Context: an optimization exercise on an open-source flow, tuned for small area. The choices shown serve that exercise and are no tape-out recipe. Only simulation tests tie the RTL to the original design; equivalence was not proved. Power figures rest on the tool's default switching activity, not on a simulated workload.

==> amber <==
Design top_module, start of the top module:
module top_module(
    input main_clk,
    input rst,
    input btn_up, btn_dwn,
    output [6:0] leds,
    output [1:0] segment,
    output out_pulse
);
    reg [11:0] up_d;
    reg up_s, up_o;
    wire up_diff = btn_up ^ up_s;
    wire up_lim = ~up_d[0] & ~up_d[1] & ~up_d[3] & up_d[4] & up_d[6] & ~up_d[8] & up_d[9] & up_d[10] & ~up_d[11];
    wire up_flip = up_diff & up_lim;
    wire up_sn = up_s ^ up_flip;
    always @(posedge main_clk) begin
        if (rst | up_flip) up_d <= 12'b000000000001;
        else if (up_diff) up_d <= {up_d[10:0], ~(up_d[10] ^ up_d[11])};
    end
    reg [11:0] dn_d;
    reg dn_s, dn_o;
    wire dn_diff = btn_dwn ^ dn_s;
    wire dn_lim = ~dn_d[0] & ~dn_d[1] & ~dn_d[3] & dn_d[4] & dn_d[6] & ~dn_d[8] & dn_d[9] & dn_d[10] & ~dn_d[11];
    wire dn_flip = dn_diff & dn_lim;
    wire dn_sn = dn_s ^ dn_flip;
    always @(posedge main_clk) begin
        if (rst | dn_flip) dn_d <= 12'b000000000001;
        else if (dn_diff) dn_d <= {dn_d[10:0], ~(dn_d[10] ^ dn_d[11])};
    end
    reg [3:0] pt, pu;
    reg si, sd;
    wire plus = si & ~sd;
    wire minus = sd & ~si;
    wire pu9 = pu[3] & pu[0];
    wire pu0 = (pu == 4'd0);
    wire [3:0] nu = plus ? (pu9 ? 4'd0 : pu + 4'd1) : minus ? (pu0 ? 4'd9 : pu - 4'd1) : pu;
    wire [3:0] nt = (plus & pu9) ? pt + 4'd1 : (minus & pu0) ? pt - 4'd1 : pt;
    wire at_max = nt[3] & nt[0] & nu[3] & nu[0];
    wire at_one = (nt == 4'd0) & (nu == 4'd1);
    wire inc = up_sn & ~up_o & ~at_max;
    wire up_on = up_sn & (up_o | ~at_max);
    wire dn_lock = at_one & ~inc;
    wire dec = dn_sn & ~dn_o & ~dn_lock;
    wire dn_on = dn_sn & (dn_o | ~dn_lock);
    reg toggle;
    always @(posedge main_clk) begin
        if (rst) begin
            up_s <= 1'b0; dn_s <= 1'b0; up_o <= 1'b0; dn_o <= 1'b0;
            pt <= 4'd0; pu <= 4'd0; si <= 1'b1; sd <= 1'b0;
            toggle <= 1'b0;
        end else begin
            up_s <= up_sn; dn_s <= dn_sn; up_o <= up_on; dn_o <= dn_on;
            pt <= nt; pu <= nu; si <= inc; sd <= dec;
            toggle <= ~toggle;
        end
    end
    wire [23:0] thr;
    thr_table u_thr (.n({nt, nu}), .thr(thr));
    reg [23:0] c;
    reg pulse;
    wire [24:0] ge;      
    wire [24:0] cy;      
  ...
==> module top_module, before the edit <==
module top_module(
    input main_clk,
    input rst,
    input btn_up, btn_dwn,
    output [6:0] leds,
    output [1:0] segment,
    output out_pulse
);
    reg [11:0] up_d;
    reg up_s, up_o;
    wire up_diff = btn_up ^ up_s;
    wire up_lim = ~up_d[0] & ~up_d[1] & ~up_d[3] & up_d[4] & up_d[6] & ~up_d[8] & up_d[9] & up_d[10] & ~up_d[11];
    wire up_flip = up_diff & up_lim;
    wire up_sn = up_s ^ up_flip;
    always @(posedge main_clk) begin
        if (rst | up_flip) up_d <= 12'b000000000001;
        else if (up_diff) up_d <= {up_d[10:0], ~(up_d[10] ^ up_d[11])};
    end
    reg [11:0] dn_d;
    reg dn_s, dn_o;
    wire dn_diff = btn_dwn ^ dn_s;
    wire dn_lim = ~dn_d[0] & ~dn_d[1] & ~dn_d[3] & dn_d[4] & dn_d[6] & ~dn_d[8] & dn_d[9] & dn_d[10] & ~dn_d[11];
    wire dn_flip = dn_diff & dn_lim;
    wire dn_sn = dn_s ^ dn_flip;
    always @(posedge main_clk) begin
        if (rst | dn_flip) dn_d <= 12'b000000000001;
        else if (dn_diff) dn_d <= {dn_d[10:0], ~(dn_d[10] ^ dn_d[11])};
    end
    reg [3:0] pt, pu;
    reg si, sd;
    wire plus = si & ~sd;
    wire minus = sd & ~si;
    wire pu9 = pu[3] & pu[0];
    wire pu0 = (pu == 4'd0);
    wire [3:0] nu = plus ? (pu9 ? 4'd0 : pu + 4'd1) : minus ? (pu0 ? 4'd9 : pu - 4'd1) : pu;
    wire [3:0] nt = (plus & pu9) ? pt + 4'd1 : (minus & pu0) ? pt - 4'd1 : pt;
    wire at_max = nt[3] & nt[0] & nu[3] & nu[0];
    wire at_one = (nt == 4'd0) & (nu == 4'd1);
    wire inc = up_sn & ~up_o & ~at_max;
    wire up_on = up_sn & (up_o | ~at_max);
    wire dn_lock = at_one & ~inc;
    wire dec = dn_sn & ~dn_o & ~dn_lock;
    wire dn_on = dn_sn & (dn_o | ~dn_lock);
    reg toggle;
    always @(posedge main_clk) begin
        if (rst) begin
            up_s <= 1'b0; dn_s <= 1'b0; up_o <= 1'b0; dn_o <= 1'b0;
            pt <= 4'd0; pu <= 4'd0; si <= 1'b1; sd <= 1'b0;
            toggle <= 1'b0;
        end else begin
            up_s <= up_sn; dn_s <= dn_sn; up_o <= up_on; dn_o <= dn_on;
            pt <= nt; pu <= nu; si <= inc; sd <= dec;
            toggle <= ~toggle;
        end
    end
    wire [23:0] thr;
    thr_table u_thr (.n({nt, nu}), .thr(thr));
    reg [23:0] c;
    reg pulse;
    wire [24:0] ge;      
    wire [24:0] cy;      
    wire [23:0] c1;
    assign ge[0] = 1'b1;
    assign cy[0] = 1'b1;
    genvar i;
    generate for (i = 0; i < 24; i = i + 1) begin : g
        assign ge[i+1] = (c[i] & ~thr[i]) | (~(c[i] ^ thr[i]) & ge[i]);
        assign c1[i] = c[i] ^ cy[i];
        assign cy[i+1] = c[i] & cy[i];
    end endgenerate
    wire wrap = ge[24];
    always @(posedge main_clk) begin
        if (rst | wrap) c <= 24'd0;
        else c <= c1;
        if (rst) pulse <= 1'b0;
        else if (wrap) pulse <= ~pulse;
    end
    assign out_pulse = pulse;
    wire [3:0] d = toggle ? pt : pu;
    wire [6:0] seg;
    assign seg[6] = ~((~d[3] & ~d[2] & ~d[1]) | (d[2] & d[1] & d[0]));
    assign seg[5] = d[3] | (d[2] & ~d[1]) | (d[2] & ~d[0]) | (~d[1] & ~d[0]);
    assign seg[4] = ~((d[2] & ~d[1]) | d[0]);
    assign seg[3] = d[3] | (~d[2] & d[1]) | (~d[2] & ~d[0]) | (d[2] & ~d[1] & d[0]) | (d[1] & ~d[0]);
    assign seg[2] = d[2] | ~d[1] | d[0];
    assign seg[1] = ~d[2] | (~d[1] & ~d[0]) | (d[1] & d[0]);
    assign seg[0] = d[3] | (~d[2] & ~d[0]) | (d[2] & d[0]) | d[1];
    assign leds = seg;
    assign segment = {~toggle, toggle};
endmodule
Settings: LEC_CHECK=0, CAP_MARGIN=10, CELL_PAD_IN_SITES_DETAIL_PLACEMENT=1, CELL_PAD_IN_SITES_GLOBAL_PLACEMENT=1, CORE_MARGIN=2, CORE_UTILIZATION=40, GPL_TIMING_DRIVEN=0, PLACE_DENSITY=0.45, SLEW_MARGIN=10; clock period 80.0 ns.
standard.sh (not shown) runs the stock make flow with config.mk's settings and CLKGATE_MAP_FILE= SYNTH_SCRIPT=/design/flow/synth_recipe.tcl, a recipe that flattens the netlist after the stock synthesis.
==> flow/flow/run.sh <==
#!/bin/bash
# Own layout flow: the standard flow (standard.sh, ORFS) with these changes:
#  - synthesis runs sixteen times, four at a time, each mapping the combinational logic with
#    ABC's &deepsyn (random seed 1..16, flow/abc_own.script) instead of ORFS's ABC script and
#    without Yosys's full/half-adder extraction; the run with the smallest cell area is
#    kept and the layout continues from it. Registers are mapped by the standard
#    synthesis unchanged (same cells and names);
#  - port buffers are sky130_fd_sc_hd__buf_1 (every input and output still gets one);
#  - CTS builds its tree from clkbuf_4 only and inserts no dummy loads.
# Each tool's log is in orfs/logs/ (and orfs_s<seed>/logs/ for the synthesis runs);
# make's output is in own_flow.log and synth_s<seed>.log.
set -euo pipefail
W=$(pwd)
EXTRA="'BUFFER_PORTS_ARGS=-buffer_cell sky130_fd_sc_hd__buf_1' 'CTS_ARGS=-sink_clustering_enable -repair_clock_nets -dont_use_dummy_load -buf_list sky130_fd_sc_hd__clkbuf_4'"
SEEDS=$(seq 1 16)
n=0
for s in $SEEDS; do
  sed "s/@SEED@/$s/" flow/abc_own.script > "$W/abc_own_s$s.script"
  cat > "$W/own_synth_s$s.tcl" <<EOT
proc abc {args} {
  set i [lsearch -exact \$args -script]
  if {\$i >= 0} { set args [lreplace \$args [expr {\$i+1}] [expr {\$i+1}] $W/abc_own_s$s.script] }
  yosys abc {*}\$args
}
proc extract_fa {args} { }
source $W/synth_recipe.tcl
EOT
  sed -E "s#SYNTH_SCRIPT=[^ ]*synth_recipe.tcl'?#SYNTH_SCRIPT=$W/own_synth_s$s.tcl $EXTRA#; s#WORK_HOME=[^ ]*#WORK_HOME=$W/orfs_s$s#" standard.sh > "own_standard_s$s.sh"
  grep -q "own_synth_s$s.tcl" "own_standard_s$s.sh"
  (bash "own_standard_s$s.sh" synth > "$W/synth_s$s.log" 2>&1 || true) &
  n=$((n + 1))
  if (( n % 4 == 0 )); then wait; fi
done
wait
best=""; bestarea=""
for s in $SEEDS; do
  f="$W/orfs_s$s/reports/sky130hd/top_module/base/synth_stat.txt"
  [[ -f "$f" && -f "$W/orfs_s$s/results/sky130hd/top_module/base/1_synth.odb" ]] || continue
  a=$(grep -o "Chip area for module '\\\\top_module': [0-9.]*" "$f" | awk '{print $NF}')
  echo "seed $s: synthesis area $a"
  if [[ -z "$best" ]] || awk "BEGIN{exit !($a < $bestarea)}"; then best=$s; bestarea=$a; fi
done
[[ -n "$best" ]]
echo "using seed $best ($bestarea)"
rm -rf "$W/orfs"
cp -a "$W/orfs_s$best" "$W/orfs"
sed -E "s#SYNTH_SCRIPT=[^ ]*synth_recipe.tcl'?#SYNTH_SCRIPT=$W/own_synth_s$best.tcl $EXTRA#" standard.sh > own_standard.sh
grep -q "own_synth_s$best.tcl" own_standard.sh
bash own_standard.sh > "$W/own_flow.log" 2>&1
==> flow/flow/abc_own.script <==
strash
&get -n
&deepsyn -T 60 -S @SEED@
&dch -f
&nf -R 1000
&put
topo
==> willow (differences from amber) <==
--- a/flow/design.v
+++ b/flow/design.v
@@ -596,9 +596,9 @@
     wire plus = si & ~sd;
     wire minus = sd & ~si;
-    wire pu9 = pu[3] & pu[0];
+    wire pu9 = (pu == 4'd9);
     wire pu0 = (pu == 4'd0);
     wire [3:0] nu = plus ? (pu9 ? 4'd0 : pu + 4'd1) : minus ? (pu0 ? 4'd9 : pu - 4'd1) : pu;
     wire [3:0] nt = (plus & pu9) ? pt + 4'd1 : (minus & pu0) ? pt - 4'd1 : pt;
-    wire at_max = nt[3] & nt[0] & nu[3] & nu[0];
+    wire at_max = (nt == 4'd9) & (nu == 4'd9);
     wire at_one = (nt == 4'd0) & (nu == 4'd1);
     wire inc = up_sn & ~up_o & ~at_max;
@@ -642,13 +642,21 @@
     end
     assign out_pulse = pulse;
-    wire [3:0] d = toggle ? pt : pu;
-    wire [6:0] seg;
-    assign seg[6] = ~((~d[3] & ~d[2] & ~d[1]) | (d[2] & d[1] & d[0]));
-    assign seg[5] = d[3] | (d[2] & ~d[1]) | (d[2] & ~d[0]) | (~d[1] & ~d[0]);
-    assign seg[4] = ~((d[2] & ~d[1]) | d[0]);
-    assign seg[3] = d[3] | (~d[2] & d[1]) | (~d[2] & ~d[0]) | (d[2] & ~d[1] & d[0]) | (d[1] & ~d[0]);
-    assign seg[2] = d[2] | ~d[1] | d[0];
-    assign seg[1] = ~d[2] | (~d[1] & ~d[0]) | (d[1] & d[0]);
-    assign seg[0] = d[3] | (~d[2] & ~d[0]) | (d[2] & d[0]) | d[1];
+    wire [3:0] digit = toggle ? pt : pu;
+    reg [6:0] seg;
+    always @(*) begin
+        case (digit)
+            4'd0: seg = 7'b0111111;
+            4'd1: seg = 7'b0000110;
+            4'd2: seg = 7'b1011011;
+            4'd3: seg = 7'b1001111;
+            4'd4: seg = 7'b1100110;
+            4'd5: seg = 7'b1101101;
+            4'd6: seg = 7'b1111101;
+            4'd7: seg = 7'b0000111;
+            4'd8: seg = 7'b1111111;
+            4'd9: seg = 7'b1101111;
+            default: seg = 7'b0000000;
+        endcase
+    end
     assign leds = seg;
     assign segment = {~toggle, toggle};
==> flow/flow/run.sh (replaced) <==
#!/bin/bash
# Own layout flow: the standard flow (standard.sh, ORFS) with these changes:
#  - synthesis: the combinational logic is mapped by ABC with an area-oriented script
#    (flow/abc_own.script) instead of ORFS's, and Yosys's full/half-adder extraction is
#    skipped so that ABC sees all the logic; registers are mapped by the standard
#    synthesis unchanged (same cells and names);
#  - port buffers are sky130_fd_sc_hd__buf_1 (every input and output still gets one);
#  - CTS builds its tree from clkbuf_8 only and inserts no dummy loads.
# Each tool's log is in orfs/logs/; make's output is in own_flow.log.
set -euo pipefail
W=$(pwd)
cp flow/abc_own.script "$W/abc_own.script"
cat > "$W/own_synth.tcl" <<EOT
proc abc {args} {
  set i [lsearch -exact \$args -script]
  if {\$i >= 0} { set args [lreplace \$args [expr {\$i+1}] [expr {\$i+1}] $W/abc_own.script] }
  yosys abc {*}\$args
}
proc extract_fa {args} { }
source $W/synth_recipe.tcl
EOT
EXTRA="'BUFFER_PORTS_ARGS=-buffer_cell sky130_fd_sc_hd__buf_1' 'CTS_ARGS=-sink_clustering_enable -repair_clock_nets -dont_use_dummy_load -buf_list sky130_fd_sc_hd__clkbuf_8'"
sed -E "s#SYNTH_SCRIPT=[^ ]*synth_recipe.tcl'?#SYNTH_SCRIPT=$W/own_synth.tcl $EXTRA#" standard.sh > own_standard.sh
grep -q "own_synth.tcl" own_standard.sh
bash own_standard.sh > "$W/own_flow.log" 2>&1
==> flow/flow/abc_own.script (replaced) <==
strash
&get -n
&deepsyn -T 300
&dch -f
&nf -R 1000
&put
topo
==> garnet (differences from amber) <==
--- a/flow/flow/run.sh
+++ b/flow/flow/run.sh
@@ -1,6 +1,6 @@
 #!/bin/bash
 # Own layout flow: the standard flow (standard.sh, ORFS) with these changes:
-#  - synthesis runs sixteen times, four at a time, each mapping the combinational logic with
-#    ABC's &deepsyn (random seed 1..16, flow/abc_own.script) instead of ORFS's ABC script and
+#  - synthesis runs four times in parallel, each mapping the combinational logic with ABC's
+#    &deepsyn (random seed 1..4, flow/abc_own.script) instead of ORFS's ABC script and
 #    without Yosys's full/half-adder extraction; the run with the smallest cell area is
 #    kept and the layout continues from it. Registers are mapped by the standard
@@ -13,7 +13,5 @@
 W=$(pwd)
 EXTRA="'BUFFER_PORTS_ARGS=-buffer_cell sky130_fd_sc_hd__buf_1' 'CTS_ARGS=-sink_clustering_enable -repair_clock_nets -dont_use_dummy_load -buf_list sky130_fd_sc_hd__clkbuf_4'"
-SEEDS=$(seq 1 16)
-n=0
-for s in $SEEDS; do
+for s in 1 2 3 4; do
   sed "s/@SEED@/$s/" flow/abc_own.script > "$W/abc_own_s$s.script"
   cat > "$W/own_synth_s$s.tcl" <<EOT
@@ -29,10 +27,8 @@
   grep -q "own_synth_s$s.tcl" "own_standard_s$s.sh"
   (bash "own_standard_s$s.sh" synth > "$W/synth_s$s.log" 2>&1 || true) &
-  n=$((n + 1))
-  if (( n % 4 == 0 )); then wait; fi
 done
 wait
 best=""; bestarea=""
-for s in $SEEDS; do
+for s in 1 2 3 4; do
   f="$W/orfs_s$s/reports/sky130hd/top_module/base/synth_stat.txt"
   [[ -f "$f" && -f "$W/orfs_s$s/results/sky130hd/top_module/base/1_synth.odb" ]] || continue
==> flow/flow/abc_own.script (replaced) <==
strash
&get -n
&deepsyn -T 450 -S @SEED@
&dch -f
&nf -R 1000
&put
topo
==> raven (differences from amber) <==
--- a/flow/flow/run.sh
+++ b/flow/flow/run.sh
@@ -1,19 +1,17 @@
 #!/bin/bash
 # Own layout flow: the standard flow (standard.sh, ORFS) with these changes:
-#  - synthesis runs sixteen times, four at a time, each mapping the combinational logic with
-#    ABC's &deepsyn (random seed 1..16, flow/abc_own.script) instead of ORFS's ABC script and
+#  - synthesis runs four times in parallel, each mapping the combinational logic with ABC's
+#    &deepsyn (random seed 1..4, flow/abc_own.script) instead of ORFS's ABC script and
 #    without Yosys's full/half-adder extraction; the run with the smallest cell area is
 #    kept and the layout continues from it. Registers are mapped by the standard
 #    synthesis unchanged (same cells and names);
 #  - port buffers are sky130_fd_sc_hd__buf_1 (every input and output still gets one);
-#  - CTS builds its tree from clkbuf_4 only and inserts no dummy loads.
+#  - CTS builds its tree from clkbuf_8 only and inserts no dummy loads.
 # Each tool's log is in orfs/logs/ (and orfs_s<seed>/logs/ for the synthesis runs);
 # make's output is in own_flow.log and synth_s<seed>.log.
 set -euo pipefail
 W=$(pwd)
-EXTRA="'BUFFER_PORTS_ARGS=-buffer_cell sky130_fd_sc_hd__buf_1' 'CTS_ARGS=-sink_clustering_enable -repair_clock_nets -dont_use_dummy_load -buf_list sky130_fd_sc_hd__clkbuf_4'"
-SEEDS=$(seq 1 16)
-n=0
-for s in $SEEDS; do
+EXTRA="'BUFFER_PORTS_ARGS=-buffer_cell sky130_fd_sc_hd__buf_1' 'CTS_ARGS=-sink_clustering_enable -repair_clock_nets -dont_use_dummy_load -buf_list sky130_fd_sc_hd__clkbuf_8'"
+for s in 1 2 3 4; do
   sed "s/@SEED@/$s/" flow/abc_own.script > "$W/abc_own_s$s.script"
   cat > "$W/own_synth_s$s.tcl" <<EOT
@@ -29,10 +27,8 @@
   grep -q "own_synth_s$s.tcl" "own_standard_s$s.sh"
   (bash "own_standard_s$s.sh" synth > "$W/synth_s$s.log" 2>&1 || true) &
-  n=$((n + 1))
-  if (( n % 4 == 0 )); then wait; fi
 done
 wait
 best=""; bestarea=""
-for s in $SEEDS; do
+for s in 1 2 3 4; do
   f="$W/orfs_s$s/reports/sky130hd/top_module/base/synth_stat.txt"
   [[ -f "$f" && -f "$W/orfs_s$s/results/sky130hd/top_module/base/1_synth.odb" ]] || continue
==> flow/flow/abc_own.script (replaced) <==
strash
&get -n
&deepsyn -T 450 -S @SEED@
&dch -f
&nf -R 1000
&put
topo
- CORE_UTILIZATION: 40 -> 45
- PLACE_DENSITY: 0.45 -> 0.5
==> comparison table <==
Result of the run: willow no timing/DRC/antenna violations; amber no timing/DRC/antenna violations; garnet no timing/DRC/antenna violations; raven no timing/DRC/antenna violations
Routed len/inst: willow 24.7 um; amber 25.5 um; garnet 24.5 um; raven 26.3 um
Maximum clock rate: willow 54.0 MHz; amber 54.8 MHz; garnet 54.9 MHz; raven 55.1 MHz
Final wirelength: willow 18900 um; amber 19600 um; garnet 19300 um; raven 20300 um
Leakage: willow 0.00182 uW; amber 0.00176 uW; garnet 0.00180 uW; raven 0.00181 uW
CP startpoint: willow pt[1]; amber pt[1]; garnet toggle; raven toggle
Clock share of power: willow 17.2%; amber 23.4%; garnet 22.7%; raven 29.7%
Post-synthesis compound-gate area fraction: willow 31.7%; amber 34.3%; garnet 32.9%; raven 32.9%
FP Rows: willow 38; amber 37; garnet 38; raven 35
Sequential Power Share: willow 27.9%; amber 49.7%; garnet 48.7%; raven 44.0%
Dpl hpwl: willow 14200 um; amber 14900 um; garnet 14100 um; raven 14900 um
Final Total Pwr: willow 122 uW; amber 66.0 uW; garnet 67.5 uW; raven 74.7 uW
Vias per inst: willow 6.75; amber 7.05; garnet 6.79; raven 7.15
Post-Synthesis Cell Area: willow 0.00434 mm2; amber 0.00430 mm2; garnet 0.00436 mm2; raven 0.00436 mm2
Routed met3 length: willow 1560 um; amber 2060 um; garnet 2010 um; raven 2330 um
Sequential share of the synthesized area: willow 29.5%; amber 29.8%; garnet 29.4%; raven 29.4%
Tightest slew margin relative to the limit: willow 14.7%; amber 25.3%; garnet 16.3%; raven 15.0%
Via count: willow 5160; amber 5424; garnet 5336; raven 5529
Clock network share of area: willow 2.56%; amber 1.42%; garnet 1.39%; raven 2.54%
Global-route met1 utilization: willow 40.5%; amber 44.8%; garnet 45.0%; raven 50.1%
Combinational power: willow 66.9 uW; amber 17.8 uW; garnet 19.3 uW; raven 19.7 uW
Max rail drop VDD: willow 0.0130 mV; amber 0.0115 mV; garnet 0.0122 mV; raven 0.0110 mV
Power density relative to cell area: willow 25.2 mW/mm2; amber 13.8 mW/mm2; garnet 13.9 mW/mm2; raven 15.3 mW/mm2
Post-Synthesis Cells: willow 595; amber 602; garnet 614; raven 614
Total Die Area: willow 0.0117 mm2; amber 0.0116 mm2; garnet 0.0117 mm2; raven 0.0105 mm2

==> what the ideal ports hide <==
The flow's constraints put no driver on any port. The routed layouts listed below were extracted and timed again, unchanged, in two steps. Step 1: set_driving_cell puts a clkbuf_16 on main_clk and a buf_2 on each other input, an assumption about the parent block. Step 2 also shifts input and output timing later by t, the mid clock arrival at the registers, as if the neighbouring blocks saw the same clock. Slacks: ideal ports / drivers / drivers and shift; pairs: ideal ports / drivers.
| run | t, ns | slack for setup (ns) | hold slack, ns | clock arrival spread, ns | worst register clock-pin slew, ns |
|---|---|---|---|---|---|
| amber | 0.439 | 61.758 / 61.724 / 62.163 | 0.425 / 0.425 / 0.425 | 0.045 / 0.045 | 0.12 / 0.12 |
| willow | 0.378 | 61.498 / 61.465 / 61.842 | 0.449 / 0.449 / 0.449 | 0.027 / 0.027 | 0.07 / 0.07 |
| garnet | 0.451 | 61.772 / 61.739 / 62.190 | 0.427 / 0.427 / 0.427 | 0.036 / 0.037 | 0.11 / 0.11 |
| raven | 0.374 | 61.837 / 61.802 / 62.177 | 0.433 / 0.433 / 0.433 | 0.035 / 0.035 | 0.09 / 0.09 |
After both steps setup and hold are still met in every run listed.
